Source: an optimization exercise on an open RTL-to-GDS flow (aim: small area, a short achievable clock period and few clock cycles). Production flows keep margins and buffers that such runs may drop. Only simulation tests tie the RTL to the original design; equivalence was not proved. No activity file was given, so power comes from the tool's default toggle rates.

Design processor, start of the top module:
module processor(
    input  logic        i_clk,
    input  logic        i_rst,
    output logic [31:0] o_mem_addr,
    output logic        o_mem_wen,
    output logic [31:0] o_mem_wdata,
    output logic [3:0]  o_mem_byte_en,
    input  logic [31:0] i_mem_rdata
);
logic [13:0] addr_q;
logic        wen_q;
logic [31:0] wdata_q;
logic [3:0]  be_q;
logic        s_fetch_q;      
logic        s_ep_q;         
logic [11:0] lf_q;           
logic        ep_q;           
logic        btb_v;
logic [11:0] btb_pc, btb_tgt;
logic        d_v_q;
logic [11:0] d_pc_q;
logic        d_ep_q;
logic        d_btb_q;        
logic        ld1_v, ld2_v;
logic [4:0]  ld1_rd, ld2_rd;
logic [2:0]  ld1_f3, ld2_f3;
logic [1:0]  ld1_lo, ld2_lo;
logic        e_v;
logic        e_ld, e_st, e_br, e_jal, e_jalr;
logic [2:0]  e_f3;
logic        e_sub, e_alt, e_wr;
logic        e_sadd, e_ssh, e_sslt, e_sxor, e_sor, e_sand, e_slink;
logic [4:0]  e_rd, e_rs1, e_rs2;
logic [31:0] e_a, e_b;
logic [11:0] e_pc4, e_tgt;     
logic        e_pred, e_ep, e_back;
assign o_mem_addr    = {18'd0, addr_q};
assign o_mem_wen     = wen_q;
assign o_mem_wdata   = wdata_q;
assign o_mem_byte_en = be_q;
logic [31:0] ldval;
logic [15:0] ld_h;
logic [7:0]  ld_b;
always_comb begin
    ld_h = ld2_lo[1] ? i_mem_rdata[31:16] : i_mem_rdata[15:0];
    ld_b = ld2_lo[0] ? ld_h[15:8] : ld_h[7:0];
    if (ld2_f3[1])      ldval = i_mem_rdata;
    else if (ld2_f3[0]) ldval = {{16{~ld2_f3[2] & ld_h[15]}}, ld_h};
    else                ldval = {{24{~ld2_f3[2] & ld_b[7]}}, ld_b};
end
logic wait_e, exec;
assign wait_e = e_v & (ld2_v | (ld1_v & (ld1_rd != 5'd0) &
                                ((e_rs1 == ld1_rd) | (e_rs2 == ld1_rd) |
                                 (e_wr & (e_rd == ld1_rd)))));
assign exec = e_v & ~wait_e;
logic [31:0] sum;
logic [13:0] asum;           
assign asum  = e_a[13:0] + {{2{e_tgt[11]}}, e_tgt};
logic        ltu, lt, eq, taken;
assign sum   = e_a + (e_sub ? ~e_b : e_b) + {31'd0, e_sub};
assign ltu   = e_a < e_b;
assign lt    = (e_a[31] ^ e_b[31]) ? e_a[31] : ltu;
  ...
Size in the first run: roughly 5100 cells after synthesis, about 1200 flip-flops, ~100 I/O pins, roughly 0.062 mm^2 of cells after synthesis.
make LEC_CHECK=0 CAP_MARGIN=20 CORE_MARGIN=2 CORE_UTILIZATION=30 PLACE_DENSITY=0.4 SLEW_MARGIN=20 finish   # period 14.0 ns
run.sh (not shown) runs the stock make flow with config.mk's settings and CLKGATE_MAP_FILE= SYNTH_SCRIPT=/design/flow/synth_recipe.tcl, a recipe that flattens the netlist after the stock synthesis.
Testbench counts at the start, summed over its fixed seeds: cycles 83,611.
Rerun with:
==> flow/flow/run.sh (new file) <==
#!/bin/bash
# Standard layout (the standard.sh, its synthesis and steps unchanged),
# with repair_timing asked for extra setup slack so that it works on the
# critical paths below the clock period, port buffers of a regular buffer
# cell, and a clock tree with larger sink clusters and no dummy loads.
# Clock and constraints are the standard flow's own.
set -euo pipefail
bash standard.sh SETUP_SLACK_MARGIN=8.0 TNS_END_PERCENT=100 \
  'BUFFER_PORTS_ARGS=-buffer_cell sky130_fd_sc_hd__buf_4' \
  'CTS_ARGS=-sink_clustering_enable -repair_clock_nets -dont_use_dummy_load -sink_clustering_size 24 -sink_clustering_max_diameter 80' \
  finish > standard_flow.log 2>&1
==> flow/standard.sh (new file) <==
#!/bin/bash
# synth_recipe.tcl (not shown) runs the flow's synth.tcl, then flattens the netlist and writes it again
# the make line also repeats each setting of config.mk as NAME=value (left out here)
make -C /OpenROAD-flow-scripts/flow DESIGN_CONFIG=/design/flow/config.mk WORK_HOME=/design/flow/orfs CLKGATE_MAP_FILE= SYNTH_SCRIPT=/design/flow/synth_recipe.tcl "${@:-finish}"
--- a/flow/config.mk
+++ b/flow/config.mk
@@ -6,7 +6,7 @@
 export NUM_CORES = 4
 export LEC_CHECK = 0
-export CAP_MARGIN = 20
+export CAP_MARGIN = 30
 export CORE_MARGIN = 2
-export CORE_UTILIZATION = 30
-export PLACE_DENSITY = 0.4
-export SLEW_MARGIN = 20
+export CORE_UTILIZATION = 35
+export PLACE_DENSITY = 0.45
+export SLEW_MARGIN = 30
removed: flow/run.sh
The new run completed with no timing, DRC or antenna violations.
Setup slack gains 1.1 ns.
Routed wire length came out lower slightly.
Global-route usage came out higher by 3.9 points.
Non-clock buffer count came out higher by 31.
Rerun with:
--- a/flow/flow/run.sh
+++ b/flow/flow/run.sh
@@ -6,5 +6,5 @@
 # Clock and constraints are the standard flow's own.
 set -euo pipefail
-bash standard.sh SETUP_SLACK_MARGIN=8.0 TNS_END_PERCENT=100 \
+bash standard.sh SETUP_SLACK_MARGIN=9 TNS_END_PERCENT=100 \
   'BUFFER_PORTS_ARGS=-buffer_cell sky130_fd_sc_hd__buf_4' \
   'CTS_ARGS=-sink_clustering_enable -repair_clock_nets -dont_use_dummy_load -sink_clustering_size 24 -sink_clustering_max_diameter 80' \
What happened: Sequential share of layout area drops by 6.0 points; power climbs by 5.5%; critical path depth climbs by 4; non-clock buffer count climbs by 427; sequential cell count does not change; clock-buffer cell count climbs by 2; register-to-register slack gets better by 0.75 ns; utilization climbs by 5.2 points; hold slack gets worse by 0.049 ns; final area climbs by 13%.
Rerun with:
==> flow/flow/run.sh (replaced) <==
#!/bin/bash
# Standard layout (the standard.sh, its synthesis and steps unchanged),
# with repair_timing asked for extra setup slack so that it works on the
# critical paths below the clock period, free cell resizing, and port
# buffers of a regular buffer cell. Clock and constraints are the standard flow's own.
set -euo pipefail
bash standard.sh SETUP_SLACK_MARGIN=9 TNS_END_PERCENT=100 MATCH_CELL_FOOTPRINT=0 \
  'BUFFER_PORTS_ARGS=-buffer_cell sky130_fd_sc_hd__buf_4' finish > standard_flow.log 2>&1
--- a/flow/config.mk
+++ b/flow/config.mk
@@ -6,7 +6,7 @@
 export NUM_CORES = 4
 export LEC_CHECK = 0
-export CAP_MARGIN = 30
+export CAP_MARGIN = 20
 export CORE_MARGIN = 2
-export CORE_UTILIZATION = 35
-export PLACE_DENSITY = 0.45
-export SLEW_MARGIN = 30
+export CORE_UTILIZATION = 40
+export PLACE_DENSITY = 0.55
+export SLEW_MARGIN = 20
Outcome: The changed run produced a layout that fails on capacitance limit, slew limit; cell area increases by 3.0%; final cell count decreases by 1.5%; first-iteration DRC count increases by 18%; die area decreases by 12%; hold slack gets better by 0.040 ns; via count increases by 3.4%; setup slack gets worse by 0.11 ns; wire length decreases by 3.8%; synthesized area is unchanged; utilization increases by 7.9 points; sequential share of layout area decreases by 1.4 points.


nickel:
Starting RTL as in the previous note.
export LEC_CHECK = 0
export CAP_MARGIN = 30
export CORE_MARGIN = 2
export CORE_UTILIZATION = 35
export PLACE_DENSITY = 0.45
export SLEW_MARGIN = 30
create_clock -name core_clock -period 14.0 [get_ports {i_clk}]
standard.sh (not shown) runs the stock make flow with config.mk's settings and CLKGATE_MAP_FILE= SYNTH_SCRIPT=/design/flow/synth_recipe.tcl, a recipe that flattens the netlist after the stock synthesis.
==> flow/flow/run.sh <==
#!/bin/bash
# Standard layout (the standard.sh, its synthesis and steps unchanged),
# with repair_timing asked for extra setup slack so that it works on the
# critical paths below the clock period, port buffers of a regular buffer
# cell, and a clock tree with larger sink clusters and no dummy loads.
# Clock and constraints are the standard flow's own.
set -euo pipefail
bash standard.sh SETUP_SLACK_MARGIN=8.5 TNS_END_PERCENT=100 \
  'BUFFER_PORTS_ARGS=-buffer_cell sky130_fd_sc_hd__buf_4' \
  'CTS_ARGS=-sink_clustering_enable -repair_clock_nets -dont_use_dummy_load -sink_clustering_size 24 -sink_clustering_max_diameter 80' \
  finish > standard_flow.log 2>&1
Testbench counts of nickel, summed over its fixed seeds: cycles 83,611.
## Diff of input files: pepper against nickel
# nickel
export LEC_CHECK = 0
export CAP_MARGIN = 30
export CORE_MARGIN = 2
export CORE_UTILIZATION = 35
export PLACE_DENSITY = 0.45
export SLEW_MARGIN = 30
create_clock -name core_clock -period 14.0 [get_ports {i_clk}]
# pepper
export LEC_CHECK = 0
export CAP_MARGIN = 20
export CORE_MARGIN = 2
export CORE_UTILIZATION = 55
export PLACE_DENSITY = 0.65
export SLEW_MARGIN = 20
create_clock -name core_clock -period 14.0 [get_ports {i_clk}]
==> flow/flow/run.sh <==
#!/bin/bash
# Standard layout (the standard.sh, its synthesis and steps unchanged),
# with repair_timing asked for extra setup slack so that it works on the
# critical paths below the clock period, free cell resizing, and port
# buffers of a regular buffer cell. Clock and constraints are the standard flow's own.
set -euo pipefail
bash standard.sh SETUP_SLACK_MARGIN=9 TNS_END_PERCENT=100 MATCH_CELL_FOOTPRINT=0 \
  'BUFFER_PORTS_ARGS=-buffer_cell sky130_fd_sc_hd__buf_4' finish > standard_flow.log 2>&1
- Summary of pepper over nickel: buffer levels on the longest clock path level, routed wire length moved up, fraction of area in registers shrank by 4.7 points, minimum setup slack after placement saw a decrease.
- pepper finished all stages; however, its layout fails the closing checks, the failures being max-capacitance violations, max-slew violations.
- From nickel to pepper, count of inverters other than clock inverters in the layout did not move at all.
The inputs of amber differ from those of pepper as listed below.
# pepper
export LEC_CHECK = 0
export CAP_MARGIN = 20
export CORE_MARGIN = 2
export CORE_UTILIZATION = 55
export PLACE_DENSITY = 0.65
export SLEW_MARGIN = 20
create_clock -name core_clock -period 14.0 [get_ports {i_clk}]
# amber
export LEC_CHECK = 0
export ABC_AREA = 1
export CAP_MARGIN = 30
export CORE_MARGIN = 2
export CORE_UTILIZATION = 35
export PLACE_DENSITY = 0.45
export SLEW_MARGIN = 30
create_clock -name core_clock -period 14.0 [get_ports {i_clk}]
==> flow/flow/run.sh <==
#!/bin/bash
# Standard layout (the standard.sh, its synthesis and steps unchanged),
# with repair_timing asked for extra setup slack so that it works on the
# critical paths below the clock period, port buffers of a regular buffer
# cell, and a clock tree with larger sink clusters and no dummy loads.
# Clock and constraints are the standard flow's own.
set -euo pipefail
bash standard.sh SETUP_SLACK_MARGIN=8.5 TNS_END_PERCENT=100 \
  'BUFFER_PORTS_ARGS=-buffer_cell sky130_fd_sc_hd__buf_4' \
  'CTS_ARGS=-sink_clustering_enable -repair_clock_nets -dont_use_dummy_load -sink_clustering_size 24 -sink_clustering_max_diameter 80' \
  finish > standard_flow.log 2>&1
## What came out
- amber: PASS, flow complete, no timing, DRC or antenna violations
- [compare] base=pepper new=amber: hold slack +0.025 ns, synthesized area +about 3%.
- Taking pepper as the reference, in amber area fraction in compound gates after synthesis went down; largest net degree at the start of global routing went up; utilization went down; final standard cell area without fillers went down; portion of total power attributed to the clock network went down.
- Taking pepper as the reference point, the count of clock-buffer cells in the layout of amber falls by 70.
- For the chip width, amber came in about 27% higher than pepper did.
- In the flow results for pepper and amber, the non-filler instance count after layout is smaller on pepper.

[port drivers added, routing unchanged]
The flow's constraints put no driver on any port. The routed layouts listed below were extracted and timed again, unchanged, in two steps.
Step 1, drivers: a clkbuf_16 drives i_clk and a buf_2 each remaining input, both assumed.
Step 2, shift: input delay + t, output delay - t, t = (earliest + latest rising clock arrival at the registers) / 2. This alone moves slack from input paths to output paths.
a / b / c = ideal ports / drivers / drivers and shift; a / b = the first two.
run | shift t [ns] | setup slack, ns | hold WS [ns] | worst register clock-pin slew, ns | cell pins on the clock port's net
the first run of note 1 | 0.886 | 6.874 / 6.909 / 6.023 | 0.328 / 0.328 / 0.328 | 0.07 / 0.07 | 1
the second run of note 1 | 0.808 | 7.942 / 8.003 / 7.195 | 0.319 / 0.319 / 0.319 | 0.10 / 0.10 | 1
the third run of note 1 | 0.822 | 8.396 / 8.327 / 7.505 | 0.270 / 0.270 / 0.270 | 0.10 / 0.10 | 1
the fourth run of note 1 | 0.900 | 8.287 / 8.288 / 7.388 | 0.310 / 0.310 / 0.310 | 0.08 / 0.08 | 1
nickel | 0.821 | 8.350 / 8.391 / 7.570 | 0.327 / 0.327 / 0.327 | 0.10 / 0.10 | 1
pepper | 0.855 | 8.028 / 8.006 / 7.151 | 0.302 / 0.302 / 0.302 | 0.07 / 0.07 | 1
amber | 0.843 | 8.296 / 8.343 / 7.500 | 0.326 / 0.326 / 0.326 | 0.11 / 0.11 | 1
The setup slack of the fourth run of note 1, which loses most, moves by +0.001 ns with the drivers and by -0.899 ns with both steps.
